Context: an optimization exercise on an open-source flow, tuned for small area, a short achievable clock period and few clock cycles per item. The choices shown serve that exercise and are no tape-out recipe.
Where RTL was checked, it was by simulation tests only, not by an equivalence proof against the original.
For runs 1 to 4, only the layout was checked, not whether the RTL still works.

### flow/design.v
`timescale  1ns/1ps
module ascon_round (
	input  wire [7:0]   rc,
	input  wire [319:0] s_i,
	output wire [319:0] s_o
);
	wire [63:0] x0 = s_i[319:256];
	wire [63:0] x1 = s_i[255:192];
	wire [63:0] x2 = s_i[191:128] ^ {56'h0, rc};
	wire [63:0] x3 = s_i[127:64];
	wire [63:0] x4 = s_i[63:0];
	wire [63:0] a0 = x0 ^ x4;
	wire [63:0] a4 = x4 ^ x3;
	wire [63:0] a2 = x2 ^ x1;
	wire [63:0] t0 = a0 ^ (~x1 & a2);
	wire [63:0] t1 = x1 ^ (~a2 & x3);
	wire [63:0] t2 = a2 ^ (~x3 & a4);
	wire [63:0] t3 = x3 ^ (~a4 & a0);
	wire [63:0] t4 = a4 ^ (~a0 & x1);
	wire [63:0] y0 = t0 ^ t4;
	wire [63:0] y1 = t1 ^ t0;
	wire [63:0] y2 = ~t2;
	wire [63:0] y3 = t3 ^ t2;
	wire [63:0] y4 = t4;
	assign s_o[319:256] = y0 ^ {y0[18:0], y0[63:19]} ^ {y0[27:0], y0[63:28]};
	assign s_o[255:192] = y1 ^ {y1[60:0], y1[63:61]} ^ {y1[38:0], y1[63:39]};
	assign s_o[191:128] = y2 ^ {y2[0],    y2[63:1]}  ^ {y2[5:0],  y2[63:6]};
	assign s_o[127:64]  = y3 ^ {y3[9:0],  y3[63:10]} ^ {y3[16:0], y3[63:17]};
	assign s_o[63:0]    = y4 ^ {y4[6:0],  y4[63:7]}  ^ {y4[40:0], y4[63:41]};
endmodule
module ascon_rounds #(parameter NR = 4) (
	input  wire [3:0]   rs,
	input  wire [319:0] s_i,
	output wire [319:0] s_m,
	output wire [319:0] s_o
);
	wire [319:0] s [0:NR];
	assign s[0] = s_i;
	genvar j;
	generate
		for (j = 0; j < NR; j = j + 1) begin : g_round
			wire [3:0] idx = rs + j;
			ascon_round u_round (.rc({~idx, idx}), .s_i(s[j]), .s_o(s[j+1]));
		end
	endgenerate
	assign s_m = s[NR-1];
	assign s_o = s[NR];
endmodule
`timescale  1ns/1ps
module ascon_core (
	input wire clk,
	input wire rst_n,
	input wire [127:0] key,
	input wire [127:0] nonce,
	input wire [1:0] sel_type,
	input wire mode_sel_encrypt_decrypt,
	input wire [31:0] data_length,
	input wire [31:0] data_position,
	input wire [127:0] data_in,
	output wire [127:0] data_out,
	input wire process_en_init,
	input wire process_en_AD_AM,
	input wire process_en_encrypt_decrypt,
	input wire process_en_hash,
	input wire process_en_final,
	output wire [127:0] tag,
	output wire done,
	output wire err
);
localparam NR  = 2;               
localparam P12 = 12 / NR;         
localparam P8  = 8 / NR;          
localparam PH  = 3;               
localparam [63:0] IV_AEAD = 64'h00001000808c0001;
localparam [319:0] PRE_HASH = 320'h15fb923a68d7d3de_462065172816566f_34bd868de5fd2580_ada58450f66cd2b8_89afbd5136ee8453;
localparam [319:0] PRE_XOF  = 320'hf32572a345da5dfb_1de85723ee1a83ab_3b49b45b6808518c_274ce98048048859_85dda81f5c981e59;
localparam [319:0] PRE_CXOF = 320'ha5ccdb9a7cc3b277_10b25004f333df43_068625b167d8adb2_5de3c2aa2110bcee_befb38bcb5856749;
wire en_i = process_en_init;
wire en_a = process_en_AD_AM;
wire en_c = process_en_encrypt_decrypt;
wire en_h = process_en_hash;
wire en_f = process_en_final;
ascon_err u_err (
	.data_length(data_length), .data_position(data_position),
	.en({en_i, en_a, en_c, en_h, en_f}), .err(err)
);
reg  [2:0]   pend;    
reg  [3:0]   rs;      
reg          fin;     
reg          kx;      
reg          ds;      
reg          aead;    
reg  [319:0] S;
reg  [127:0] dout;
assign done = fin;
wire [31:0] lmp = data_length - data_position;
reg  [3:0]  n_r;      
reg         fl_r;     
reg         len0_r;   
reg         dec_r;    
always @(posedge clk) begin
	n_r    <= aead ? lmp[3:0] : {1'b0, lmp[2:0]};
	fl_r   <= aead ? |lmp[31:4] : |lmp[31:3];
	len0_r <= ~|data_length;
	dec_r  <= mode_sel_encrypt_decrypt;
end
wire pass   = en_a | en_c | en_h | en_f | (en_i & fin);
wire p_le1  = (pend <= 3'd1);
wire comp   = (pend == 3'd1);         
wire adz    = aead & ~|data_length;   
wire ab_ad  = en_a & ~fin & p_le1 & ~(aead & len0_r);   
wire ab_c   = en_c & ~fin & p_le1;                       
wire ab_x   = ab_ad | ab_c;
wire last_c = ab_c & ~fl_r;           
wire [319:0] R, Rm;
ascon_rounds #(.NR(NR)) u_rounds (.rs(rs), .s_i(S), .s_m(Rm), .s_o(R));
wire kx_ap = comp & (kx | en_f);
wire ds_ap = comp & ds;
wire [63:0] r2 = R[191:128] ^ ({64{last_c}} & key[127:64]);
wire [63:0] r3 = R[127:64]  ^ ({64{kx_ap}} & key[127:64]) ^ ({64{last_c}} & key[63:0]);
wire [63:0] r4 = R[63:0]    ^ ({64{kx_ap}} & key[63:0]) ^ {ds_ap, 63'b0};
wire dec = en_c & dec_r;
wire [127:0] rate = R[319:192];
reg  [127:0] rate_n, out_n;
integer b;
always @(*) begin
	for (b = 0; b < 16; b = b + 1) begin : g_byte
		reg in_b, pd_b;
		reg [7:0] r_b, d_b;
		if (b < 8) begin
			r_b = rate[64 + 8*b +: 8];
			d_b = data_in[64 + 8*b +: 8];
			in_b = fl_r | (b < n_r);
			pd_b = ~fl_r & (b == n_r);
		end else begin
			r_b = rate[8*(b-8) +: 8];
			d_b = data_in[8*(b-8) +: 8];
			in_b = aead & (fl_r | (b < n_r));
			pd_b = aead & ~fl_r & (b == n_r);
		end
		if (b < 8) begin
			out_n[64 + 8*b +: 8] = in_b ? (r_b ^ d_b) : 8'h00;
			if (!ab_x)                rate_n[64 + 8*b +: 8] = r_b;
			else if (dec & in_b)      rate_n[64 + 8*b +: 8] = d_b;
			else                      rate_n[64 + 8*b +: 8] = r_b ^ (in_b ? d_b : 8'h00) ^ {7'b0, pd_b};
		end else begin
			out_n[8*(b-8) +: 8] = in_b ? (r_b ^ d_b) : 8'h00;
			if (!ab_x)                rate_n[8*(b-8) +: 8] = r_b;
			else if (dec & in_b)      rate_n[8*(b-8) +: 8] = d_b;
			else                      rate_n[8*(b-8) +: 8] = r_b ^ (in_b ? d_b : 8'h00) ^ {7'b0, pd_b};
		end
	end
end
wire sel_aead = (sel_type == 2'b00);
wire [319:0] load = sel_aead ? {IV_AEAD, key, nonce} :
                    (sel_type == 2'b01) ? PRE_HASH :
                    (sel_type == 2'b10) ? PRE_XOF : PRE_CXOF;
always @(posedge clk) begin
	if (en_i & ~fin)
		S <= load;
	else if (pass)
		S <= {rate_n, r2, r3, r4};
	dout <= en_h ? {R[319:256], 64'h0} : out_n;
end
assign data_out = dout;
assign tag = {S[63:0], S[127:64]};
always @(posedge clk or negedge rst_n) begin
	if (~rst_n) begin
		pend <= 3'd0;
		rs   <= 4'd0;
		fin  <= 1'b0;
		kx   <= 1'b0;
		ds   <= 1'b0;
		aead <= 1'b0;
	end else begin
		if (en_i & ~fin) begin
			pend <= sel_aead ? P12[2:0] : PH[2:0];
			rs   <= sel_aead ? 4'd0 : 4'd12 - PH[3:0] * NR[3:0];
			kx   <= sel_aead;
			ds   <= 1'b0;
			aead <= sel_aead;
		end else if (pass) begin
			pend <= pend - 3'd1;
			rs   <= rs + NR[3:0];
			if (comp) begin
				kx <= 1'b0;
				ds <= 1'b0;
			end
			if (ab_x) begin
				if (aead & (en_a | fl_r)) begin
					pend <= P8[2:0];
					rs   <= 4'd12 - P8[3:0] * NR[3:0];
				end else begin
					pend <= P12[2:0];
					rs   <= 4'd0;
				end
				ds <= en_a & aead & ~fl_r;
			end
			if (en_a & ~fin & adz)
				ds <= 1'b1;
			if (en_h & ~fin & comp)
				rs <= 4'd0;   
			if (en_h & fin)
				pend <= P12[2:0] - 3'd1;
		end
		fin <= ~err & ~fin & (en_i | (en_a & adz) | ((en_a | en_c | en_h | en_f) & comp));
	end
end
endmodule
module ascon_err (
	input  wire [31:0] data_length,
	input  wire [31:0] data_position,
	input  wire [4:0]  en,
	output wire        err
);
	wire multi = (en[4] & (|en[3:0])) | (en[3] & (|en[2:0])) | (en[2] & (|en[1:0])) | (en[1] & en[0]);
	reg len_lt;
	always @(*) begin : cmp
		reg [31:0] lt, gt;
		integer w, i;
		lt = ~data_length & data_position;
		gt = data_length & ~data_position;
		for (w = 1; w < 32; w = w * 2)
			for (i = 0; i < 32; i = i + 2 * w) begin
				lt[i] = lt[i + w] | (~gt[i + w] & lt[i]);
				gt[i] = gt[i + w] | (~lt[i + w] & gt[i]);
			end
		len_lt = lt[0];
	end
	assign err = len_lt | multi;
endmodule
### flow/flow/run.sh
#!/bin/bash
# The standard layout with three changes: the err logic (module ascon_err)
# is mapped on its own, timing repair aims at a shorter period than the clock's,
# and the port buffers are buf_2 cells.
set -euo pipefail
bash standard.sh SYNTH_KEEP_MODULES=ascon_err SETUP_SLACK_MARGIN=6.5 \
	'BUFFER_PORTS_ARGS=-buffer_cell sky130_fd_sc_hd__buf_2' finish > standard_flow.log 2>&1
### flow/standard.sh
#!/bin/bash
# synth_recipe.tcl (not shown) runs the flow's synth.tcl, then flattens the netlist and writes it again
# the make line also repeats each setting of config.mk as NAME=value (left out here)
make -C /OpenROAD-flow-scripts/flow DESIGN_CONFIG=/design/flow/config.mk WORK_HOME=/design/flow/orfs CLKGATE_MAP_FILE= SYNTH_SCRIPT=/design/flow/synth_recipe.tcl "${@:-finish}"
### flow/config.mk
export PLATFORM = sky130hd
export DESIGN_NAME = ascon_core
export DESIGN_NICKNAME = ascon_core
export VERILOG_FILES = /design/flow/design.v
export SDC_FILE = /design/flow/constraint.sdc
export NUM_CORES = 8
export LEC_CHECK = 0
export CAP_MARGIN = 30
export CORE_MARGIN = 2
export CORE_UTILIZATION = 45
export SLEW_MARGIN = 30
### flow/constraint.sdc
create_clock -name core_clock -period 13.0 [get_ports {clk}]
set_input_delay 2.6000 -clock core_clock [delete_from_list [all_inputs] [get_ports {clk}]]
set_output_delay 2.6000 -clock core_clock [all_outputs]
set_load 0.01 [all_outputs]
==> Implementation_results.wiki, run 1 <==
{| class="wikitable"
! Metric !! Value
|-
| Fillers || 11900
|-
| # H-tree levels || 2
|-
| Area Growth Syn to Fin || 16.7%
|-
| Synth cell types || 101
|-
| Top FF cell, synth || edfxtp_1
|-
| Number of buffers inserted by port buffering || 715
|-
| Final core area utilization || 52.9%
|-
| Number of nets produced by synthesis || 7428
|-
| Initial antenna violation count || 59
|-
| Floorplan Core Area || 132000 sq um
|-
| First-pass detailed-route iteration total || 8
|-
| Tightest hold margin || 0.527 ns
|-
| Final Hold Vio Count || 0
|-
| FMAX || 0.146 GHz
|-
| Most instantiated library cell after synthesis || xnor2_1
|-
| Total placed cells including tap cells || 9050
|-
| Via count || 59400
|-
| Gp weighted congestion || 1.19
|-
| Critical Path Start Type || input pin
|-
| Number of hold-repair buffers added at the cts stage || 0
|-
| NumNets Final || 8113
|-
| Vias per inst || 6.46
|-
| Final Routed Wirelength || 382000 um
|-
| Pin count of the biggest net entering global routing || 130
|-
| Overall Global Routing Usage || 54.4%
|-
| Slew @ Worst Pin || 1.24 ns
|-
| Die X-Extent || 368 um
|-
| First-pass GRT wire length || 490000 um
|-
| Clock skew after layout || 0.0451 ns
|-
| Final std cells w/o fill || 9193
|-
| Worst path buffer plus inverter count || 2
|-
| Cell with the most instances on the worst path || maj3_2
|-
| Status || complete, no violations
|-
| Ratio of cells with drive above 1 in the final layout || 20.2%
|-
| Post-DP HPWL || 321000 um
|-
| Total Die Area || 136000 sq um
|-
| Detailed-route wire length per cell || 41.6 um
|-
| Cell type with the highest aggregate area in the netlist || xnor2_1
|-
| Headroom to the max-slew limit || 16.9%
|-
| Residual DRC count || 0
|-
| Number of enable-type register cells in the synthesized netlist || 320
|-
| Worst setup slack after placement || 5.98 ns
|-
| List of most frequent post-synthesis cells || 1624 x xnor2_1, 656 x nand2_1, 606 x xor2_1, 442 x nor2_1, 391 x a21oi_1
|-
| Fraction of post-synthesis cell area in the top cell type by area || 23.8%
|-
| Root buf cell || clkbuf_16
|-
| Initial DRC count || 10700
|-
| Register bit total from synthesis || 465
|-
| Starting density of the core || 45.3%
|-
| Final critical-path required period || 6.86 ns
|-
| Number of warnings reported in the yosys synthesis log || 3
|-
| Share of synthesized flip-flops with an asynchronous set or reset || 2.15%
|-
| Kind of end point of the critical path || output port
|-
| CTS tree || built
|-
| Setup repair after global routing missed its margin || yes
|-
| Num rows || 133
|-
| Vias in the first global route || 53800
|-
| Cts bufs inserted || 59
|-
| Clock sink count || 465
|-
| Gate Count Post-Synth || 6673
|-
| Tightest Hold Check Type || register to register
|-
| Final Cycle Share || 52.8%
|-
| Number of setup violations in the final report || 0
|-
| Crit path setup slack, layout || 6.14 ns
|-
| Boundary pin count || 716
|-
| Average cell area after synthesis || 8.95 sq um
|-
| Remaining Overflow, GRT || 0
|-
| Worst stage delay on the critical path || 0.31 ns
|-
| Crit-path max FO || 4
|-
| Remaining antenna violation count after routing || 0
|-
| Post-Syn Area || 59700 sq um
|-
| Data arrival, critical path || 4.26 ns
|-
| Buffer depth of the longest clock path || 3
|-
| Crit path max-delay cell type || maj3_2
|-
| Y dimension of the die || 368 um
|-
| Post CTS Setup Buffer Count || 0
|-
| Startpoint-to-endpoint class of the critical path || input pin to output port
|-
| Top cells by area, synth || xnor2_1 24%, edfxtp_1 16%, xor2_1 8.9%
|-
| Worst-Skew Late Latency || 0.74 ns
|-
| Required time at the worst-slack endpoint || 10.40 ns
|-
| Critical-path cell list || buf_6 > nor2b_1 > maj3_2 > maj3_2 > maj3_2 > a21oi_2 > nor2_2 > a31oi_4 > buf_2
|-
| Max Slew Vio Count || 0
|-
| Seq/Total Area, Yosys || 21.0%
|-
| Gate family responsible for the most delay along the worst path || adder cells
|-
| Sum of negative setup slack || 0 ns
|-
| Clock-pin slew on the worst setup and hold paths || 0.06 ns
|-
| Max-cap violations || 0
|}
## Yosys stat by module (local to each module, per instance)
module / copies in the design / flops+latches / cell area, sq um / cells
ascon_core: 1 / 465 / 59000 / 6569
ascon_err: 1 / 0 / 727 / 104
## timing repair
action,in CTS,in global routing
setup endpoints to repair,1,1
gates cloned,0,0
pin swaps,21,12
endpoints found under the hold margin,0,0
gates resized for setup,24,11
## cell type report
type	count	area, sq um	area share [%]
antenna	31	77.6	0.111
clock inverter	29	329	0.472
timing repair buffer	950	5410	7.77
multi-input combinational	5517	46000	66.0
sequential	465	12600	18.0
clock buffer	81	1740	2.50
tap	1755	2200	3.15
inverter	365	1380	1.98
## layer usage
| metal | GRT usage [%] | share of wire (%) | vias up |
|---|---|---|---|
| met2 | 74.4 | 38 | 5670 |
| li1 | - | - | 23600 |
| met5 | 0.321 | 0.065 | - |
| met1 | 63.1 | 34 | 28300 |
| met3 | 24.6 | 16 | 1737 |
| met4 | 48.9 | 12 | 24 |
## state kept, by name, summed over array words and instances, names as in the netlist
signal  count
ds          1
rs          3
len0_r      1
aead        1
dout      128
pend        3
n_r         4
fin         1
kx          1
fl_r        1
dec_r       1
S         320
## through the flow
step	area, sq um
floorplan	59700
global placement	66300
detailed placement	67100
CTS	69300
global route	69600
finish	69700
## worst reg2reg max path, delay by kind of cell (launching register included)
| kind | cells | cell delay (ns) |
|---|---|---|
| adder cells (fa/ha/maj) | 2 | 0.65 |
| buffers and inverters | 1 | 0.18 |
| AO/OA/AOI/OAI | 1 | 0.19 |
| AND/OR/NAND/NOR | 1 | 0.18 |
| flip-flops | 1 | 0.78 |
| XOR/XNOR | 9 | 4.53 |
## path summary, 6_finish.rpt
path	startpoint	slack, ns	depth (start not counted)	to
hold reg to reg	ds	0.53	2	ds
min in group asynchronous	rst_n	1.77	1	fin
hold / removal	ds	0.53	2	ds
max in group asynchronous	rst_n	10.96	1	pend[2]
setup reg to reg	S[227]	6.17	14	S[213]
setup / recovery	data_length[24]	6.14	9	err
## cells in the final DEF (no fill, tap or decap), types with 29 or more instances in the layout
cell type | netlist | routed
xnor2_1 | 1624 | 1476
buf_2 | 3 | 714
nand2_1 | 656 | 653
xor2_1 | 606 | 573
nor2_1 | 442 | 436
a21oi_1 | 391 | 390
inv_1 | 360 | 360
edfxtp_1 | 320 | 320
ha_1 | 296 | 295
xnor2_2 | 118 | 241
o21ai_0 | 234 | 229
buf_4 | 128 | 228
a211oi_1 | 145 | 145
dfxtp_1 | 135 | 135
xnor3_1 | 110 | 110
mux2i_1 | 108 | 108
maj3_1 | 90 | 78
clkbuf_16 | 0 | 66
nand3_1 | 60 | 59
nor2b_1 | 61 | 55
xor2_2 | 12 | 41
xor3_1 | 37 | 37
nand2b_1 | 39 | 35
xnor2_4 | 9 | 34
nor3_1 | 34 | 33
diode_2 | 0 | 31
mux2_2 | 30 | 30
a22o_1 | 29 | 29
## logic make-up (layout without fill, tap and decap cells)
logic type,count (synthesis),after routing,share of synthesized area (%)
AOI/OAI and AO/OA,1040,1040,10.6
xor gates and xnor gates,2526,2526,42.7
adders and majority gates,401,401,8.01
buffers and inverters,691,1425,5.16
DFF,465,465,21.0
muxes,140,140,2.42
other,0,31,0
and+or+nand+nor,1410,1410,10.1
==> run 2, diff against run 1 <==
==> flow/flow/run.sh (replaced) <==
#!/bin/bash
# The standard layout with these changes:
# - module ascon_err (the logic of the err output, a path from the inputs to
#   an output) is mapped on its own by a delay-driven ABC script (premap.py)
#   and kept as a separate module until the final flatten;
# - timing repair aims at a shorter period than the clock's;
# - the port buffers are buf_2 cells.
set -euo pipefail
YOSYS="$FLOW_HOME/../tools/install/yosys/bin/yosys"
[[ -x "$YOSYS" ]] || YOSYS=yosys
LIB="$FLOW_HOME/platforms/sky130hd/lib/sky130_fd_sc_hd__tt_025C_1v80.lib"
python3 flow/premap.py "$PWD/design.v" "$YOSYS" "$LIB" "$PWD/design_premap.v" > premap.log 2>&1
bash standard.sh VERILOG_FILES="$PWD/design_premap.v" SYNTH_KEEP_MODULES=ascon_err SETUP_SLACK_MARGIN=6.5 \
	'BUFFER_PORTS_ARGS=-buffer_cell sky130_fd_sc_hd__buf_2' finish > standard_flow.log 2>&1
==> flow/flow/dont_use.txt (new file) <==
sky130_fd_sc_hd__lpflow_bleeder_1
sky130_fd_sc_hd__lpflow_clkbufkapwr_1
sky130_fd_sc_hd__lpflow_clkbufkapwr_16
sky130_fd_sc_hd__lpflow_clkbufkapwr_2
sky130_fd_sc_hd__lpflow_clkbufkapwr_4
sky130_fd_sc_hd__lpflow_clkbufkapwr_8
sky130_fd_sc_hd__lpflow_clkinvkapwr_1
sky130_fd_sc_hd__lpflow_clkinvkapwr_16
sky130_fd_sc_hd__lpflow_clkinvkapwr_2
sky130_fd_sc_hd__lpflow_clkinvkapwr_4
sky130_fd_sc_hd__lpflow_clkinvkapwr_8
sky130_fd_sc_hd__lpflow_decapkapwr_12
sky130_fd_sc_hd__lpflow_decapkapwr_3
sky130_fd_sc_hd__lpflow_decapkapwr_4
sky130_fd_sc_hd__lpflow_decapkapwr_6
sky130_fd_sc_hd__lpflow_decapkapwr_8
sky130_fd_sc_hd__lpflow_inputiso0n_1
sky130_fd_sc_hd__lpflow_inputiso0p_1
sky130_fd_sc_hd__lpflow_inputiso1n_1
sky130_fd_sc_hd__lpflow_inputiso1p_1
sky130_fd_sc_hd__lpflow_inputisolatch_1
sky130_fd_sc_hd__lpflow_isobufsrc_1
sky130_fd_sc_hd__lpflow_isobufsrc_16
sky130_fd_sc_hd__lpflow_isobufsrc_2
sky130_fd_sc_hd__lpflow_isobufsrc_4
sky130_fd_sc_hd__lpflow_isobufsrc_8
sky130_fd_sc_hd__lpflow_isobufsrckapwr_16
sky130_fd_sc_hd__lpflow_lsbuf_lh_hl_isowell_tap_1
sky130_fd_sc_hd__lpflow_lsbuf_lh_hl_isowell_tap_2
sky130_fd_sc_hd__lpflow_lsbuf_lh_hl_isowell_tap_4
sky130_fd_sc_hd__lpflow_lsbuf_lh_isowell_4
sky130_fd_sc_hd__lpflow_lsbuf_lh_isowell_tap_1
sky130_fd_sc_hd__lpflow_lsbuf_lh_isowell_tap_2
sky130_fd_sc_hd__lpflow_lsbuf_lh_isowell_tap_4
sky130_fd_sc_hd__probe_p_8
sky130_fd_sc_hd__probec_p_8
==> flow/flow/premap.py (new file) <==
#!/usr/bin/env python3
"""Maps module ascon_err (the err output's logic, a path from the inputs to an
output) on its own with a delay-driven ABC script, and writes design_premap.v:
design.v with that module replaced by its gate-level netlist.
usage: premap.py DESIGN_V YOSYS LIBERTY OUT_V   (writes err_*.v/ys/log in the cwd)"""
import re, subprocess, sys

design, yosys, lib, out = sys.argv[1:5]
src = open(design).read()
m = re.search(r"^module ascon_err\b.*?^endmodule\b", src, re.S | re.M)
assert m, "module ascon_err not found"
open("err_rtl.v", "w").write(src[:0] + m.group(0) + "\n")

dont_use = open(sys.argv[0].rsplit("/", 1)[0] + "/dont_use.txt").read().split()
abc_script = "strash; dch; map -D 300; topo; buffer -p; upsize -D 300; dnsize -D 300"
open("err_map.abc", "w").write(abc_script + "\n")
ys = f"""read_verilog err_rtl.v
synth -top ascon_err -flatten -nofsm -noshare
opt -purge
abc -script err_map.abc -liberty {lib} {' '.join('-dont_use ' + c for c in dont_use)}
opt_clean -purge
stat -liberty {lib}
write_verilog -noattr -noexpr err_map.v
"""
open("err_map.ys", "w").write(ys)
with open("err_map.log", "w") as log:
    subprocess.run([yosys, "-s", "err_map.ys"], stdout=log, stderr=subprocess.STDOUT, check=True)
net = open("err_map.v").read()
n = re.search(r"^module ascon_err\b.*?^endmodule\b", net, re.S | re.M)
assert n, "mapped module not found"
open(out, "w").write(src[:m.start()] + n.group(0) + src[m.end():])
==> run 2 against run 1 <==
- first-iteration DRC count down 5.9%
- final cell count up 0.89%
- critical endpoint is now S[233]
- clock skew down 0.0066 ns
==> Implementation_results.wiki, run 2 <==
{| class="wikitable"
! Metric !! Value
|-
| Number of buffers inserted by port buffering || 715
|-
| Reg-to-reg endpoint || S[233]
|-
| Clock skew after layout || 0.0385 ns
|-
| Pin count of the biggest net entering global routing || 129
|-
| Setup repair after global routing missed its margin || no
|-
| Remaining antenna violation count after routing || 0
|-
| Fillers || 12100
|-
| Vias per inst || 6.32
|-
| Reg2Reg Launch Point || S[122]
|-
| Max-cap violations || 0
|-
| Starting density of the core || 45.3%
|-
| FMAX || 0.154 GHz
|-
| Boundary pin count || 716
|-
| Final Hold Vio Count || 0
|-
| Final Routed Wirelength || 383000 um
|-
| Hold Path Origin || ds
|-
| Tightest hold margin || 0.530 ns
|-
| Data arrival, critical path || 6.97 ns
|-
| Startpoint-to-endpoint class of the critical path || register to register
|-
| List of most frequent post-synthesis cells || 1689 x xnor2_1, 726 x nand2_1, 630 x xor2_1, 455 x nor2_1, 388 x a21oi_1
|-
| Gp weighted congestion || 1.18
|-
| Seq/Total Area, Yosys || 21.1%
|-
| Cts bufs inserted || 60
|-
| Gate Count Post-Synth || 6753
|-
| Area Growth Syn to Fin || 16.3%
|-
| Synth cell types || 97
|-
| Depth of the worst register-to-register path || 13
|-
| Num rows || 133
|-
| NumNets Final || 8203
|-
| Number of setup violations in the final report || 0
|-
| Required time at the worst-slack endpoint || 13.46 ns
|-
| Headroom to the max-slew limit || 13.9%
|-
| Ratio of cells with drive above 1 in the final layout || 20.0%
|-
| Average cell area after synthesis || 8.83 sq um
|-
| Register bit total from synthesis || 465
|-
| Post-DP HPWL || 324000 um
|-
| Kind of end point of the critical path || register
|-
| Via count || 58700
|-
| Sum of negative setup slack || 0 ns
|-
| Buffer depth of the longest clock path || 3
|-
| Worst-Skew Late Latency || 0.74 ns
|-
| Status || complete, no violations
|-
| CTS tree || built
|-
| Flip-flop count of the largest register after layout || 320
|-
| Number of enable-type register cells in the synthesized netlist || 320
|-
| Slew @ Worst Pin || 1.28 ns
|-
| Register with the most flip-flops || S
|-
| First-pass detailed-route iteration total || 9
|-
| Overall Global Routing Usage || 54.5%
|-
| Cell type with the highest aggregate area in the netlist || xnor2_1
|-
| Root buf cell || clkbuf_16
|-
| Vias in the first global route || 54500
|-
| Clock sink count || 465
|-
| Critical Path Start Type || register
|-
| Y dimension of the die || 368 um
|-
| Detailed-route wire length per cell || 41.2 um
|-
| Register-to-register setup slack || 6.49 ns
|-
| Number of warnings reported in the yosys synthesis log || 2
|-
| Tightest Hold Check Type || register to register
|-
| First-pass GRT wire length || 491000 um
|-
| Crit-path max FO || 4
|-
| Max Slew Vio Count || 0
|-
| Clock-pin slew on the worst setup and hold paths || 0.06 ns
|-
| Top cells by area, synth || xnor2_1 25%, edfxtp_1 16%, xor2_1 9.3%
|-
| Floorplan Core Area || 131000 sq um
|-
| Leading cell type in the layout, fill and taps excluded || xnor2_1
|-
| Top FF cell, synth || edfxtp_1
|-
| Initial antenna violation count || 39
|-
| Fraction of post-synthesis cell area in the top cell type by area || 24.8%
|-
| Share of synthesized flip-flops with an asynchronous set or reset || 2.15%
|-
| Initial DRC count || 10000
|-
| Die X-Extent || 368 um
|-
| Top flop regs || S (320), dout (128), n_r (4)
|-
| Number of nets produced by synthesis || 7508
|-
| # H-tree levels || 2
|-
| Remaining Overflow, GRT || 0
|-
| Post-Syn Area || 59600 sq um
|-
| Final critical-path required period || 6.51 ns
|-
| Hold Path Sink || ds
|-
| Final Cycle Share || 50.1%
|-
| Most frequent cells in the layout || 1555 x xnor2_1, 724 x nand2_1, 715 x buf_2
|-
| Depth of the worst hold-timing path || 2
|-
| Most instantiated library cell after synthesis || xnor2_1
|-
| Residual DRC count || 0
|-
| Total Die Area || 135000 sq um
|}
run 2: cell types whose count changed in the layout (fill, tap and decap cells not counted), sizes merged, moves of 10 or more:
| cell | previous run | this run |
|---|---|---|
| xnor2 | 1751 | 1834 |
| nand2b | 40 | 30 |
| maj3 | 104 | 64 |
| a211oi | 145 | 127 |
| nor2 | 445 | 463 |
| diode | 31 | 21 |
| xor3 | 42 | 14 |
| o211ai | 28 | 16 |
| xor2 | 619 | 648 |
| xnor3 | 114 | 99 |
| and3 | 13 | 23 |
| nor2b | 63 | 75 |
| nand2 | 659 | 727 |
run 2: critical path, stage by stage (launching register included):
cell and delay, ns:
edfxtp_1 0.54, inv_1 0.13, ha_1 0.23, xnor2_1 0.82, xnor2_1 0.49, xor2_1 0.27, xnor2_1 0.84, mux2i_1 0.26
xnor2_2 0.67, xnor2_1 0.33, xnor2_1 0.78, mux2_1 0.40, o211ai_1 0.31, o21ai_1 0.14
run 2: how the worst max path moves through the flow:
stage                               start     end  slack, ns  cells after the start
4_1_cts                   data_length[31]     err       6.51                      9
5_1_grt                   data_length[31]     err       6.49                      9
6_report                           S[122]  S[233]       6.49                     13
3_5_place_dp   process_en_encrypt_decrypt   S[94]       6.30                      8
2_1_floorplan             process_en_hash    S[0]       4.51                      5
3_3_place_gp                       S[250]  S[269]       5.82                     15
run 2: stage by stage:
step | cell area (sq um) | util [%] | worst slack (ns) | cells
2_1_floorplan | 59700 | - | 4.51 | 6753
3_3_place_gp | 66100 | 50.3 | 5.82 | 9133
3_5_place_dp | 67000 | 51.0 | 6.30 | 9137
4_1_cts | 69000 | 52.5 | 6.51 | 9250
5_1_grt | 69300 | 52.7 | 6.49 | 9264
6_report | 69400 | 52.8 | 6.49 | 9275
run 2: kinds of logic (layout without fill, tap and decap cells):
kind of cell	Yosys count	in the layout	synth area share [%]
compound gates	1018	1018	10.4
other cells	0	21	0
simple gates	1488	1488	10.6
xor+xnor	2595	2595	42.9
flops	465	465	21.1
fa+ha+maj	361	361	7.33
mux	144	144	2.49
buf+inv	682	1428	5.19
run 2: what timing repair did:
item | in CTS | in global routing
pin swaps | 0 | 1
setup buffers | 0 | 1
gates resized for setup | 2 | 8
setup endpoints to repair | 1 | 1
hold buffers | 0 | 0
run 2: per-module statistics from Yosys (local to each module, per instance):
module | times used | cell area [sq um] | flip-flops and latches | cells
ascon_core | 1 | 58700 | 465 | 6591
ascon_err | 1 | 897 | 0 | 162
run 2: routing by layer:
layer,vias to the layer above,GRT usage [%],part of all wire [%]
li1,23700,-,-
met4,20,48.6,12
met3,1649,25.2,15
met5,-,0.534,0.038
met2,5227,75.7,39
met1,28100,62.2,34
run 2: cell type report:
class	instances	area, sq um	area share, %
sequential	465	12600	18.1
clock buffer	78	1710	2.46
timing repair buffer	955	5420	7.81
tap	1755	2200	3.17
antenna	21	52.6	0.0758
clock inverter	35	294	0.424
inverter	360	1400	2.02
multi-input combinational	5606	45700	65.9
==> run 3, diff against run 2 <==
--- a/flow/flow/run.sh
+++ b/flow/flow/run.sh
@@ -12,3 +12,3 @@
 python3 flow/premap.py "$PWD/design.v" "$YOSYS" "$LIB" "$PWD/design_premap.v" > premap.log 2>&1
-bash standard.sh VERILOG_FILES="$PWD/design_premap.v" SYNTH_KEEP_MODULES=ascon_err SETUP_SLACK_MARGIN=6.5 \
+bash standard.sh VERILOG_FILES="$PWD/design_premap.v" SYNTH_KEEP_MODULES=ascon_err SETUP_SLACK_MARGIN=7.0 \
 	'BUFFER_PORTS_ARGS=-buffer_cell sky130_fd_sc_hd__buf_2' finish > standard_flow.log 2>&1
--- a/flow/config.mk
+++ b/flow/config.mk
@@ -9,3 +9,3 @@
 export CORE_MARGIN = 2
-export CORE_UTILIZATION = 45
+export CORE_UTILIZATION = 52
 export SLEW_MARGIN = 30
==> run 3 against run 2 <==
- final cell count is 3.0% lower
- highest routed layer unchanged
- worst setup slack better by 0.14 ns
- wire length shrank 5.9%
- via count up 0.96%
- utilization up 7.6 points
- worst hold slack better by 0.017 ns
- die area down 13%
- global-route usage up 4.9 points
- first-iteration DRC count is 7.5% higher
- critical endpoint is now err
- sequential cell count unchanged
- clock skew is 0.016 ns higher
==> Implementation_results.wiki, run 3 <==
{| class="wikitable"
! Metric !! Value
|-
| Y dimension of the die || 343 um
|-
| Number of warnings reported in the yosys synthesis log || 2
|-
| Residual DRC count || 0
|-
| Vias in the first global route || 54600
|-
| Root buf cell || clkbuf_16
|-
| Max-cap violations || 0
|-
| # H-tree levels || 2
|-
| CTS tree || built
|-
| Area Growth Syn to Fin || 15.4%
|-
| Register bit total from synthesis || 465
|-
| Reg-to-reg endpoint || S[278]
|-
| Termination of the worst setup path || err
|-
| Seq/Total Area, Yosys || 21.1%
|-
| Fraction of post-synthesis cell area in the top cell type by area || 24.8%
|-
| Number of nets produced by synthesis || 7508
|-
| First-pass detailed-route iteration total || 14
|-
| Post-DP HPWL || 300000 um
|-
| Num rows || 124
|-
| Launching element of the worst setup path || data_length[31]
|-
| Routed wl met2 || 136000 um
|-
| Data arrival, critical path || 3.78 ns
|-
| First-pass GRT wire length || 467000 um
|-
| Depth of the worst register-to-register path || 13
|-
| Final Routed Wirelength || 360000 um
|-
| Overall Global Routing Usage || 59.4%
|-
| Buffer depth of the longest clock path || 3
|-
| Boundary pin count || 716
|-
| Met3 layer wire length in the routed design || 62200 um
|-
| Kind of end point of the critical path || output port
|-
| Post-Syn Area || 59600 sq um
|-
| Detailed-routing wirelength on met1 || 116000 um
|-
| Critical Path Start Type || input pin
|-
| Top flop regs || S (320), dout (128), n_r (4)
|-
| Final critical-path required period || 6.38 ns
|-
| Final Hold Vio Count || 0
|-
| Most frequent cells in the layout || 1565 x xnor2_1, 721 x nand2_1, 704 x buf_2
|-
| Clock-pin slew on the worst setup and hold paths || 0.06 ns
|-
| Die X-Extent || 343 um
|-
| Clock skew after layout || 0.0543 ns
|-
| Tightest Hold Check Type || register to register
|-
| List of most frequent post-synthesis cells || 1689 x xnor2_1, 726 x nand2_1, 630 x xor2_1, 455 x nor2_1, 388 x a21oi_1
|-
| Final Cycle Share || 49.1%
|-
| FMAX || 0.157 GHz
|-
| Slew @ Worst Pin || 1.29 ns
|-
| Max Slew Vio Count || 0
|-
| Reg2Reg Launch Point || S[252]
|-
| Share of synthesized flip-flops with an asynchronous set or reset || 2.15%
|-
| Status || complete, no violations
|-
| Via count || 59200
|-
| Number of setup violations in the final report || 0
|-
| Flip-flop count of the largest register after layout || 320
|-
| Register-to-register setup slack || 6.75 ns
|-
| Cts bufs inserted || 56
|-
| Pin count of the biggest net entering global routing || 196
|-
| Starting density of the core || 52.3%
|-
| Register with the most flip-flops || S
|-
| Initial DRC count || 10800
|-
| Detailed-route wire length per cell || 40.0 um
|-
| Gate Count Post-Synth || 6753
|-
| Worst-Skew Late Latency || 0.72 ns
|-
| Setup repair after global routing missed its margin || yes
|-
| Headroom to the max-slew limit || 14.1%
|-
| Crit-path max FO || 3
|-
| Ratio of cells with drive above 1 in the final layout || 19.6%
|-
| Area of placed instances || 66100 sq um
|-
| Leading cell type in the layout, fill and taps excluded || xnor2_1
|-
| Remaining antenna violation count after routing || 0
|-
| Top layer reached by signal wires || met5
|-
| Number of buffers inserted by port buffering || 715
|-
| Cell area after layout || 68800 sq um
|-
| Sum of negative setup slack || 0 ns
|-
| Most instantiated library cell after synthesis || xnor2_1
|-
| Top cells by area, synth || xnor2_1 25%, edfxtp_1 16%, xor2_1 9.3%
|-
| Fillers || 9733
|-
| Total Die Area || 117000 sq um
|-
| Synth cell types || 97
|-
| Clock sink count || 465
|-
| Top FF cell, synth || edfxtp_1
|-
| Gp weighted congestion || 1.22
|-
| Cell type with the highest aggregate area in the netlist || xnor2_1
|-
| Required time at the worst-slack endpoint || 10.40 ns
|-
| Vias per inst || 6.58
|-
| Remaining Overflow, GRT || 0
|-
| Floorplan Core Area || 114000 sq um
|-
| Number of enable-type register cells in the synthesized netlist || 320
|-
| NumNets Final || 8168
|-
| Startpoint-to-endpoint class of the critical path || input pin to output port
|-
| Average cell area after synthesis || 8.83 sq um
|-
| Initial antenna violation count || 34
|}
==> run 3: cell types whose count changed in the layout (fill, tap and decap cells not counted), sizes merged <==
cell / delta
buf: -33
bufinv: +3
bufbuf: +2
clkbuf: -9
clkinv: +1
diode: +5
clkinvlp: +4
inv: -7
==> run 3: logic make-up after synthesis <==
logic type,Yosys count,synth area share [%]
adders and majority gates,361,7.33
muxes,144,2.49
buffers and inverters,682,5.19
and+or+nand+nor,1488,10.6
DFF,465,21.1
AOI/OAI and AO/OA,1018,10.4
xor gates and xnor gates,2595,42.9
==> run 3: layer usage <==
metal | GRT usage, % | up-vias
met1 | 65.7 | 27700
met4 | 56.8 | 22
met2 | 79.9 | 5913
li1 | - | 23700
met5 | 4.45 | -
met3 | 31.6 | 1955
==> run 3: how the worst min path moves through the flow <==
| stage | startpoint | to | slack, ns | cells after the start |
|---|---|---|---|---|
| final | ds | ds | 0.55 | 2 |
| after CTS | ds | ds | 0.52 | 2 |
| after detailed placement | ds | ds | 0.51 | 2 |
| after floorplan | kx | kx | 0.47 | 2 |
| after global routing | ds | ds | 0.55 | 2 |
| after global placement | ds | ds | 0.50 | 2 |
==> run 3: final cells by class <==
type | count | area (sq um) | share of cell area (%)
Sequential cell | 465 | 12600 | 18.3
Antenna cell | 26 | 65.1 | 0.0946
Clock inverter | 35 | 379 | 0.551
Timing Repair inverter | 1 | 5.00 | 0.00728
Inverter | 360 | 1410 | 2.04
Clock buffer | 70 | 1580 | 2.30
Timing Repair Buffer | 923 | 5380 | 7.82
Multi-Input combinational cell | 5606 | 45500 | 66.2
Tap cell | 1512 | 1890 | 2.75
==> run 3: timing repair <==
action,in CTS,in global routing
hold buffers,0,0
setup endpoints to repair,57,4
gates cloned,3,0
pin swaps,12,5
setup buffers,2,0
resized for setup,48,6
==> run 3: Yosys stat by module (local to each module, per instance) <==
module | cells inside | flops+latches
ascon_err | 162 | 0
ascon_core | 6591 | 465
==> run 3: worst max-delay path: stages <==
cell	delay, ns
buf_8	0.12
clkinv_16	0.05
nand2_4	0.06
a21oi_4	0.20
a31oi_4	0.14
a21oi_2	0.17
o21ai_1	0.08
o21ai_1	0.18
buf_2	0.18
==> run 3: stage by stage <==
stage / hold WS [ns] / cells / utilization (%) / setup slack [ns]
2_1_floorplan: 0.473 / 6753 / - / 4.51
3_5_place_dp: 0.508 / 8859 / 58.0 / 6.00
6_report: 0.547 / 8998 / 60.3 / 6.62
3_3_place_gp: 0.497 / 8856 / 57.4 / 6.19
4_1_cts: 0.521 / 8969 / 59.9 / 6.66
5_1_grt: 0.554 / 8981 / 60.3 / 6.53
==> run 4, diff against run 3 <==
--- a/flow/config.mk
+++ b/flow/config.mk
@@ -9,3 +9,3 @@
 export CORE_MARGIN = 2
-export CORE_UTILIZATION = 52
+export CORE_UTILIZATION = 45
 export SLEW_MARGIN = 30
==> run 4 against run 3 <==
- critical path type unchanged
- critical endpoint unchanged
- sequential share of layout area fell by 0.20 points
- highest routed layer unchanged
- utilization fell by 7.4 points
- die area rose by 15%
- first-iteration DRC count fell by 6.7%
==> Implementation_results.wiki, run 4 <==
{| class="wikitable"
! Metric !! Value
|-
| Status || complete, no violations
|-
| Worst path buffer plus inverter count || 3
|-
| Leading cell type in the layout, fill and taps excluded || xnor2_1
|-
| Remaining Overflow, GRT || 0
|-
| Tightest Hold Check Type || register to register
|-
| Total Die Area || 135000 sq um
|-
| Critical-path cell list || buf_2 > inv_1 > a22oi_1 > a31oi_1 > o21ai_1 > a21oi_2 > o21ai_2 > buf_2
|-
| Number of hold-repair buffers added at the cts stage || 0
|-
| Worst stage delay on the critical path || 0.24 ns
|-
| Cell type with the highest aggregate area in the netlist || xnor2_1
|-
| Die X-Extent || 368 um
|-
| Initial DRC count || 10100
|-
| Register with the most flip-flops || S
|-
| First-pass GRT wire length || 489000 um
|-
| Average cell area after synthesis || 8.83 sq um
|-
| Number of enable-type register cells in the synthesized netlist || 320
|-
| Top cells by area, synth || xnor2_1 25%, edfxtp_1 16%, xor2_1 9.3%
|-
| Cts bufs inserted || 60
|-
| Final Routed Wirelength || 380000 um
|-
| Top FF cell, synth || edfxtp_1
|-
| CTS tree || built
|-
| Sum of negative setup slack || 0 ns
|-
| Cell with the most instances on the worst path || buf_2
|-
| Starting density of the core || 45.3%
|-
| Required time at the worst-slack endpoint || 10.40 ns
|-
| Most instantiated library cell after synthesis || xnor2_1
|-
| Boundary pin count || 716
|-
| Number of nets produced by synthesis || 7508
|-
| Register bit total from synthesis || 465
|-
| Flip-flop count of the largest register after layout || 320
|-
| Post-Syn Area || 59600 sq um
|-
| Floorplan Core Area || 131000 sq um
|-
| Final critical-path required period || 6.38 ns
|-
| Headroom to the max-slew limit || 15.0%
|-
| Share of synthesized flip-flops with an asynchronous set or reset || 2.15%
|-
| NumNets Final || 8204
|-
| Tightest hold margin || 0.540 ns
|-
| Most frequent cells in the layout || 1561 x xnor2_1, 720 x nand2_1, 704 x buf_2
|-
| Gate family responsible for the most delay along the worst path || compound AO/OA/AOI/OAI gates
|-
| Top flop regs || S (320), dout (128), n_r (4)
|-
| Ratio of cells with drive above 1 in the final layout || 20.1%
|-
| Clock skew after layout || 0.0316 ns
|-
| Crit path max-delay cell type || o21ai_1
|-
| Remaining antenna violation count after routing || 0
|-
| Buffer depth of the longest clock path || 3
|-
| Detailed-route wire length per cell || 41.0 um
|-
| Slew @ Worst Pin || 1.27 ns
|-
| Clock sink count || 465
|-
| Number of buffers inserted by port buffering || 715
|-
| # H-tree levels || 2
|-
| Initial antenna violation count || 33
|-
| Num rows || 133
|-
| Critical Path Start Type || input pin
|-
| Overall Global Routing Usage || 54.3%
|-
| Post-DP HPWL || 320000 um
|-
| FMAX || 0.157 GHz
|-
| Residual DRC count || 0
|-
| Startpoint-to-endpoint class of the critical path || input pin to output port
|-
| Gate Count Post-Synth || 6753
|-
| Final Cycle Share || 49.1%
|-
| Synth cell types || 97
|-
| Setup repair after global routing missed its margin || yes
|-
| Max-cap violations || 0
|-
| Max Slew Vio Count || 0
|-
| Register-to-register setup slack || 6.80 ns
|-
| Y dimension of the die || 368 um
|-
| Number of warnings reported in the yosys synthesis log || 2
|-
| Gp weighted congestion || 1.21
|-
| Crit-path max FO || 3
|-
| Area Growth Syn to Fin || 16.6%
|-
| Worst-Skew Late Latency || 0.73 ns
|-
| Seq/Total Area, Yosys || 21.1%
|-
| Kind of end point of the critical path || output port
|-
| Number of setup violations in the final report || 0
|-
| Pin count of the biggest net entering global routing || 153
|-
| Vias in the first global route || 53300
|-
| Fraction of post-synthesis cell area in the top cell type by area || 24.8%
|-
| Vias per inst || 6.33
|-
| Via count || 58700
|-
| Data arrival, critical path || 3.78 ns
|-
| Final Hold Vio Count || 0
|-
| Root buf cell || clkbuf_16
|-
| Clock-pin slew on the worst setup and hold paths || 0.06 ns
|-
| List of most frequent post-synthesis cells || 1689 x xnor2_1, 726 x nand2_1, 630 x xor2_1, 455 x nor2_1, 388 x a21oi_1
|-
| First-pass detailed-route iteration total || 7
|}
## run 4: cell counts after synthesis
No cell type changed its count.
## run 4: final timing paths
path,start,cells after the start,endpoint
worst max-delay path,data_position[1],8,err
worst min-delay path,ds,2,ds
worst max register to register,S[56],11,S[86]
worst min register to register,ds,2,ds
max in group asynchronous,rst_n,1,rs[1]
min in group asynchronous,rst_n,1,ds
## run 4: final cells by class
cell class,instances,area [sq um]
well taps,1755,2200
repair buffers,956,5510
multi-input cells,5606,45700
fillers,12200,61900
clock inverters,42,503
inverters,360,1410
flip-flops and latches,465,12600
clock buffers,70,1550
diodes,24,60.1
## run 4: cells by family after synthesis
logic type | Yosys count | share of synthesized area, %
xor+xnor | 2595 | 42.9
simple gates | 1488 | 10.6
compound gates | 1018 | 10.4
buf+inv | 682 | 5.19
flops | 465 | 21.1
fa+ha+maj | 361 | 7.33
mux | 144 | 2.49
## run 4: tightest hold or removal path, delay by kind of cell (launching register included)
| family | cells | cell delay, ns |
|---|---|---|
| AOI/OAI and AO/OA | 2 | 0.16 |
| DFF | 1 | 0.35 |
## run 4: timing repair
action                                  CTS  global route
buffers inserted                          2             1
pin swaps                                26             8
gates cloned                              0             0
gates resized for setup                  56            14
endpoints found under the setup margin    1             4
## run 4: metal layers
layer	track usage [%]	vias to the layer above	part of all wire [%]
met5	0	-	0.036
met4	44.5	18	11
met3	22.0	1380	15
met2	75.0	5341	39
met1	65.7	28200	35
li1	-	23700	-
## run 4: Yosys stat by module (local to each module, per instance)
| module | flip-flops and latches | cell area, sq um |
|---|---|---|
| ascon_core | 465 | 58700 |
| ascon_err | 0 | 897 |
## run 4: stage by stage
stage	cell area, sq um	cells	setup slack (ns)	utilization (%)
after detailed placement	66900	9138	6.51	50.9
after global routing	69500	9261	6.60	52.9
final	69500	9278	6.62	52.9
after global placement	66100	9137	6.44	50.3
after CTS	69200	9252	6.69	52.6
after floorplan	59700	6753	4.51	-
==> run 5, diff against run 4 <==
--- a/flow/design.v
+++ b/flow/design.v
@@ -157,7 +157,7 @@
                     (sel_type == 2'b10) ? PRE_XOF : PRE_CXOF;
+wire ld = en_i & ~fin;
+wire hold = ~ld & ~pass;
+wire [319:0] S_n = ({320{ld}} & load) | ({320{pass}} & {rate_n, r2, r3, r4}) | ({320{hold}} & S);
 always @(posedge clk) begin
-	if (en_i & ~fin)
-		S <= load;
-	else if (pass)
-		S <= {rate_n, r2, r3, r4};
+	S    <= S_n;
 	dout <= en_h ? {R[319:256], 64'h0} : out_n;
==> run 5 against run 4 <==
- synthesized area fell by 4.4%
- register-to-register slack lost 0.03 ns
- design area decreased by 4.0%
- via count increased by 1.1%
- final cell count is 0.45% higher
- sequential cell count unchanged
- first-iteration DRC count grew 3.5%
- worst setup slack improved by 0.0079 ns
- synthesized cell count is 2.5% higher
- wire length is 3.9% lower
- worst hold slack got worse by 0.016 ns
==> Implementation_results.wiki, run 5 <==
{| class="wikitable"
! Metric !! Value
|-
| Status || complete, no violations
|-
| First-pass detailed-route iteration total || 9
|-
| Required time at the worst-slack endpoint || 10.40 ns
|-
| Critical Path Start Type || input pin
|-
| Share of synthesized flip-flops with an asynchronous set or reset || 2.15%
|-
| Leading cell type in the layout, fill and taps excluded || xnor2_1
|-
| First-pass GRT wire length || 475000 um
|-
| Cell type with the highest aggregate area in the netlist || xnor2_1
|-
| Final std cells w/o fill || 9320
|-
| Post-Syn Area || 57000 sq um
|-
| Tightest hold margin || 0.523 ns
|-
| Total placed cells including tap cells || 9186
|-
| Via count || 59300
|-
| Reg-to-reg endpoint || S[212]
|-
| Initial antenna violation count || 42
|-
| Register with the most flip-flops || S
|-
| Reg2Reg Launch Point || S[276]
|-
| Register-to-register setup slack || 6.77 ns
|-
| Pin count of the biggest net entering global routing || 118
|-
| NumNets Final || 8352
|-
| Total Die Area || 130000 sq um
|-
| Final core area utilization || 53.1%
|-
| Clock skew after layout || 0.0594 ns
|-
| Max Slew Vio Count || 0
|-
| Vias per inst || 6.37
|-
| Root buf cell || clkbuf_16
|-
| Headroom to the max-slew limit || 18.7%
|-
| Boundary pin count || 716
|-
| Depth of the worst hold-timing path || 2
|-
| Gate Count Post-Synth || 6921
|-
| Final Hold Vio Count || 0
|-
| Number of hold-repair buffers added at the cts stage || 0
|-
| Residual DRC count || 0
|-
| Setup repair after global routing missed its margin || yes
|-
| Kind of end point of the critical path || output port
|-
| Worst setup slack after placement || 6.49 ns
|-
| Remaining Overflow, GRT || 0
|-
| Crit-path max FO || 6
|-
| Final Routed Wirelength || 366000 um
|-
| Number of enable-type register cells in the synthesized netlist || 0
|-
| Clock sink count || 465
|-
| Top flop regs || S (320), dout (128), n_r (4)
|-
| Register bit total from synthesis || 465
|-
| Hold Path Sink || S[130]
|-
| Detailed-route wire length per cell || 39.2 um
|-
| Flip-flop count of the largest register after layout || 320
|-
| # H-tree levels || 2
|-
| Y dimension of the die || 360 um
|-
| Top cells by area, synth || xnor2_1 26%, dfxtp_1 16%, xor2_1 9.7%
|-
| Most instantiated library cell after synthesis || xnor2_1
|-
| Number of buffers inserted by port buffering || 715
|-
| Final Cycle Share || 49.0%
|-
| Cts bufs inserted || 58
|-
| Num rows || 130
|-
| Sum of negative setup slack || 0 ns
|-
| FMAX || 0.157 GHz
|-
| Area of placed instances || 64100 sq um
|-
| List of most frequent post-synthesis cells || 1691 x xnor2_1, 716 x nand2_1, 629 x xor2_1, 455 x dfxtp_1, 439 x o21ai_0
|-
| Startpoint-to-endpoint class of the critical path || input pin to output port
|-
| Clock-pin slew on the worst setup and hold paths || 0.06 ns
|-
| Most frequent cells in the layout || 1569 x xnor2_1, 708 x nand2_1, 703 x buf_2
|-
| Area Growth Syn to Fin || 17.0%
|-
| Number of setup violations in the final report || 0
|-
| Remaining antenna violation count after routing || 0
|-
| Top FF cell, synth || dfxtp_1
|-
| Max-cap violations || 0
|-
| Starting density of the core || 45.3%
|-
| Initial DRC count || 10400
|-
| Slew @ Worst Pin || 1.21 ns
|-
| Fraction of post-synthesis cell area in the top cell type by area || 26.0%
|-
| Number of nets produced by synthesis || 7675
|-
| Number of warnings reported in the yosys synthesis log || 2
|-
| Ratio of cells with drive above 1 in the final layout || 18.5%
|-
| Synth cell types || 95
|-
| Tightest Hold Check Type || register to register
|-
| Seq/Total Area, Yosys || 16.4%
|-
| CTS tree || built
|-
| Overall Global Routing Usage || 54.1%
|-
| Crit path setup slack, layout || 6.63 ns
|-
| Vias in the first global route || 54000
|-
| Buffer depth of the longest clock path || 3
|-
| Worst-Skew Late Latency || 0.74 ns
|-
| Gp weighted congestion || 1.22
|-
| Data arrival, critical path || 3.77 ns
|-
| Post-DP HPWL || 310000 um
|-
| Final critical-path required period || 6.37 ns
|-
| Average cell area after synthesis || 8.24 sq um
|-
| Cell area after layout || 66700 sq um
|-
| Hold Path Origin || S[130]
|-
| Die X-Extent || 360 um
|-
| Floorplan Core Area || 126000 sq um
|-
| Depth of the worst register-to-register path || 13
|}
-- run 5: worst max path at each step --
stage                         start  endpoint  slack [ns]
floorplan           data_length[31]       err        7.00
global placement     data_length[7]       err        6.47
detailed placement   data_length[7]       err        6.49
CTS                 data_length[25]       err        6.69
global route        process_en_hash       err        6.57
finish              process_en_hash       err        6.63
-- run 5: area by class of cell --
type	instances	area, sq um
Antenna cell	24	60.1
Clock buffer	79	1630
Multi-Input combinational cell	5719	46000
Sequential cell	465	9360
Inverter	372	1450
Tap cell	1650	2060
Clock inverter	29	454
Timing Repair Buffer	982	5660
Fill cell	11900	59000
-- run 5: cell families (layout without fill, tap and decap cells) --
kind of cell / after synthesis / after routing / share of synthesized area (%)
buffers and inverters: 737 / 1462 / 5.79
other: 0 / 24 / 0
muxes: 171 / 171 / 3.05
AOI/OAI and AO/OA: 1234 / 1234 / 13.7
xor gates and xnor gates: 2513 / 2513 / 42.5
and+or+nand+nor: 1440 / 1440 / 10.8
adders and majority gates: 361 / 361 / 7.65
DFF: 465 / 465 / 16.4
-- run 5: repair_timing --
action                                  4_1_cts  5_1_grt
buffers inserted                              1        1
pin swaps                                    16       14
gates resized for setup                      46       31
cloned                                        0        0
endpoints found under the setup margin        1        5
-- run 5: critical path: stages --
cell and delay (ns):
buf_4 0.16, inv_1 0.08, nand3b_1 0.12, o21ai_1 0.26, o2111ai_2 0.18, a21oi_2 0.15, o21ai_2 0.09, buf_6 0.14
-- run 5: per-layer routing --
layer  wire [um]  vias to the layer above  global-route usage, %
met5         154                        -                      0
met4       42500                       22                   50.4
met3       50900                     1195                   17.6
met2      141000                     5039                   74.8
met1      131000                    28700                   65.8
li1            -                    24400                      -
-- run 5: modules after synthesis, one instance, submodules excluded --
module	times used	area (sq um)
ascon_core	1	56100
ascon_err	1	897
Testbench counts of run 5, summed over its fixed seeds: cycles 10,549, bytes 24,606.
==> run 6, diff against run 5 <==
--- a/flow/flow/run.sh
+++ b/flow/flow/run.sh
@@ -12,3 +12,3 @@
 python3 flow/premap.py "$PWD/design.v" "$YOSYS" "$LIB" "$PWD/design_premap.v" > premap.log 2>&1
-bash standard.sh VERILOG_FILES="$PWD/design_premap.v" SYNTH_KEEP_MODULES=ascon_err SETUP_SLACK_MARGIN=7.0 \
+bash standard.sh VERILOG_FILES="$PWD/design_premap.v" SYNTH_KEEP_MODULES=ascon_err SETUP_SLACK_MARGIN=7.5 \
 	'BUFFER_PORTS_ARGS=-buffer_cell sky130_fd_sc_hd__buf_2' finish > standard_flow.log 2>&1
==> run 6 against run 5 <==
- still clean
- die area did not move
- sequential share of layout area fell by 0.23 points
- critical path depth rose by 1
- non-clock buffer count rose by 53
- register-to-register slack improved by 0.43 ns
- synthesized area did not move
- via count rose by 1.3%
- clock skew fell by 0.016 ns
- design area rose by 1.7%
- critical path type unchanged
- critical endpoint unchanged
==> Implementation_results.wiki, run 6 <==
{| class="wikitable"
! Metric !! Value
|-
| Number of nets produced by synthesis || 7675
|-
| Crit-path max FO || 3
|-
| Sum of negative setup slack || 0 ns
|-
| Fraction of post-synthesis cell area in the top cell type by area || 26.0%
|-
| Most frequent cells in the layout || 1536 x xnor2_1, 705 x nand2_1, 703 x buf_2
|-
| Seq/Total Area, Yosys || 16.4%
|-
| Cts bufs inserted || 60
|-
| Critical Path Start Type || input pin
|-
| Ratio of cells with drive above 1 in the final layout || 20.0%
|-
| Required time at the worst-slack endpoint || 10.40 ns
|-
| First-pass GRT wire length || 487000 um
|-
| Final Cycle Share || 48.9%
|-
| Die X-Extent || 360 um
|-
| Crit path max-delay cell type || a21oi_2
|-
| Vias per inst || 6.39
|-
| Initial antenna violation count || 40
|-
| Data arrival, critical path || 3.76 ns
|-
| Register with the most flip-flops || S
|-
| Average cell area after synthesis || 8.24 sq um
|-
| Area of placed instances || 64300 sq um
|-
| Num rows || 130
|-
| First-pass detailed-route iteration total || 9
|-
| Fillers || 11800
|-
| Root buf cell || clkbuf_16
|-
| Crit path setup slack, layout || 6.64 ns
|-
| Flip-flop count of the largest register after layout || 320
|-
| Pin count of the biggest net entering global routing || 161
|-
| Status || complete, no violations
|-
| Worst setup slack after placement || 6.47 ns
|-
| Total Die Area || 130000 sq um
|-
| Top cells by area, synth || xnor2_1 26%, dfxtp_1 16%, xor2_1 9.7%
|-
| Gate Count Post-Synth || 6921
|-
| Startpoint-to-endpoint class of the critical path || input pin to output port
|-
| Final Hold Vio Count || 0
|-
| Gp weighted congestion || 1.18
|-
| Remaining antenna violation count after routing || 0
|-
| Number of buffers inserted by port buffering || 715
|-
| Setup repair after global routing missed its margin || yes
|-
| Number of setup violations in the final report || 0
|-
| Worst-Skew Late Latency || 0.74 ns
|-
| Cell with the most instances on the worst path || o21ai_2
|-
| List of most frequent post-synthesis cells || 1691 x xnor2_1, 716 x nand2_1, 629 x xor2_1, 455 x dfxtp_1, 439 x o21ai_0
|-
| Max Slew Vio Count || 0
|-
| Number of warnings reported in the yosys synthesis log || 2
|-
| # H-tree levels || 2
|-
| Clock-pin slew on the worst setup and hold paths || 0.06 ns
|-
| Cell area after layout || 67800 sq um
|-
| Final Routed Wirelength || 376000 um
|-
| Cell type with the highest aggregate area in the netlist || xnor2_1
|-
| Initial DRC count || 10300
|-
| Number of hold-repair buffers added at the cts stage || 0
|-
| Synth cell types || 95
|-
| Floorplan Core Area || 126000 sq um
|-
| Via count || 60100
|-
| Headroom to the max-slew limit || 14.9%
|-
| Share of synthesized flip-flops with an asynchronous set or reset || 2.15%
|-
| Leading cell type in the layout, fill and taps excluded || xnor2_1
|-
| Number of enable-type register cells in the synthesized netlist || 0
|-
| Critical-path cell list || buf_8 > clkinv_8 > nor2_4 > o21ai_2 > o211ai_1 > a21oi_2 > o21ai_2 > o21ai_2 > buf_6
|-
| Post-DP HPWL || 314000 um
|-
| Most instantiated library cell after synthesis || xnor2_1
|-
| Vias in the first global route || 54800
|-
| Slew @ Worst Pin || 1.27 ns
|-
| Final critical-path required period || 6.36 ns
|-
| Max-cap violations || 0
|-
| Residual DRC count || 0
|-
| Kind of end point of the critical path || output port
|-
| Tightest hold margin || 0.513 ns
|-
| Boundary pin count || 716
|-
| Top flop regs || S (320), dout (128), n_r (4)
|-
| Top FF cell, synth || dfxtp_1
|-
| Worst stage delay on the critical path || 0.24 ns
|-
| Worst path buffer plus inverter count || 3
|-
| Y dimension of the die || 360 um
|-
| Clock skew after layout || 0.0437 ns
|-
| CTS tree || built
|-
| Remaining Overflow, GRT || 0
|-
| Register bit total from synthesis || 465
|-
| Overall Global Routing Usage || 55.7%
|-
| Buffer depth of the longest clock path || 3
|-
| Area Growth Syn to Fin || 19.0%
|-
| NumNets Final || 8407
|-
| Detailed-route wire length per cell || 40.0 um
|-
| Clock sink count || 465
|-
| FMAX || 0.157 GHz
|-
| Post-Syn Area || 57000 sq um
|-
| Starting density of the core || 45.3%
|-
| Tightest Hold Check Type || register to register
|-
| Gate family responsible for the most delay along the worst path || compound AO/OA/AOI/OAI gates
|}
-- run 6: cell counts after synthesis --
No cell type changed its count.
-- run 6: kinds of logic (layout without fill, tap and decap cells) --
family / count (synthesis) / in the layout / share of synthesized area, %
DFF: 465 / 465 / 16.4
AOI/OAI and AO/OA: 1234 / 1234 / 13.7
xor gates and xnor gates: 2513 / 2513 / 42.5
other: 0 / 43 / 0
and+or+nand+nor: 1440 / 1440 / 10.8
buffers and inverters: 737 / 1519 / 5.79
muxes: 171 / 171 / 3.05
adders and majority gates: 361 / 361 / 7.65
-- run 6: path summary, 6_finish.rpt --
kind                                 startpoint      end  slack [ns]  cells after the start
worst max-delay path            data_length[27]      err        6.64                      9
worst min-delay path                         kx       kx        0.51                      1
worst max register to register           S[290]   S[212]        7.20                     12
worst min register to register               kx       kx        0.51                      1
max in group asynchronous                 rst_n    rs[2]       10.86                      1
min in group asynchronous                 rst_n  pend[0]        1.82                      1
-- run 6: area by class of cell --
| type | count | area [sq um] | share of cell area (%) |
|---|---|---|---|
| well taps | 1650 | 2060 | 3.04 |
| flip-flops and latches | 465 | 9360 | 13.8 |
| clock inverters | 36 | 527 | 0.777 |
| diodes | 43 | 108 | 0.159 |
| multi-input cells | 5719 | 46500 | 68.6 |
| inverters | 372 | 1460 | 2.15 |
| clock buffers | 76 | 1690 | 2.50 |
| repair buffers | 1035 | 6100 | 9.00 |
-- run 6: what timing repair did --
item / CTS / global route
gates resized for setup: 54 / 93
pin swaps: 13 / 24
cloned: 0 / 0
setup buffers: 28 / 2
endpoints found under the setup margin: 81 / 54
-- run 6: Yosys stat by module (local to each module, per instance) --
module      flip-flops and latches  area, sq um
ascon_err                        0          897
ascon_core                     465        56100
-- run 6: worst reg2reg max path, stage by stage, from the launching register on --
cell	delay [ns]
dfxtp_1	0.79
xnor2_1	0.27
xnor2_1	0.19
xnor2_1	0.28
xnor2_1	1.06
xnor2_2	0.30
ha_1	0.31
xnor3_2	0.80
xor2_1	0.20
xnor2_1	0.36
mux2i_1	0.14
a21oi_1	0.70
o221ai_1	0.24
-- run 6: layer usage --
| metal | GRT usage (%) | vias to the layer above | part of all wire [%] |
|---|---|---|---|
| li1 | - | 24500 | - |
| met1 | 64.5 | 28900 | 35 |
| met2 | 76.3 | 5163 | 38 |
| met3 | 21.8 | 1464 | 14 |
| met4 | 55.7 | 9 | 13 |
| met5 | 1.07 | - | 0.060 |
-- run 6: per-stage QoR --
step	utilization, %	std cells
2_1_floorplan	-	6921
3_3_place_gp	50.6	9203
3_5_place_dp	51.2	9209
4_1_cts	53.3	9349
5_1_grt	53.9	9375
6_report	54.0	9396

-- port drivers added, routing unchanged --
The results above use ideal ports. As a check the final layouts listed here were re-extracted and re-timed, cells and wires unchanged. Step 1 sets driving cells, clkbuf_16 on the clock port and buf_2 on the other inputs (assumed; they add their load-dependent delay and slew). Step 2 moves the port delays by t, midway between the first and last clock arrival at a register: inputs arrive t later, outputs are due t later. That takes back most of the time a late clock gives input paths. Three values: no drivers, after step 1, after step 2; two values: the first two.
| run | t, ns | setup WS [ns] | slew at the worst register clock pin (ns) |
|---|---|---|---|
| run 1 | 0.805 | 6.140 / 6.102 / 6.102 | 0.07 / 0.07 |
| run 2 | 0.818 | 6.487 / 6.487 / 6.156 | 0.08 / 0.08 |
| run 3 | 0.785 | 6.623 / 6.579 / 6.289 | 0.08 / 0.08 |
| run 4 | 0.802 | 6.622 / 6.563 / 6.341 | 0.08 / 0.08 |
| run 5 | 0.795 | 6.630 / 6.561 / 6.561 | 0.09 / 0.09 |
| run 6 | 0.805 | 6.637 / 6.586 / 5.885 | 0.07 / 0.07 |
After both steps every run listed still meets setup and hold. The setup slack of run 6, which loses most, moves by -0.051 ns with the drivers and by -0.752 ns with both steps.
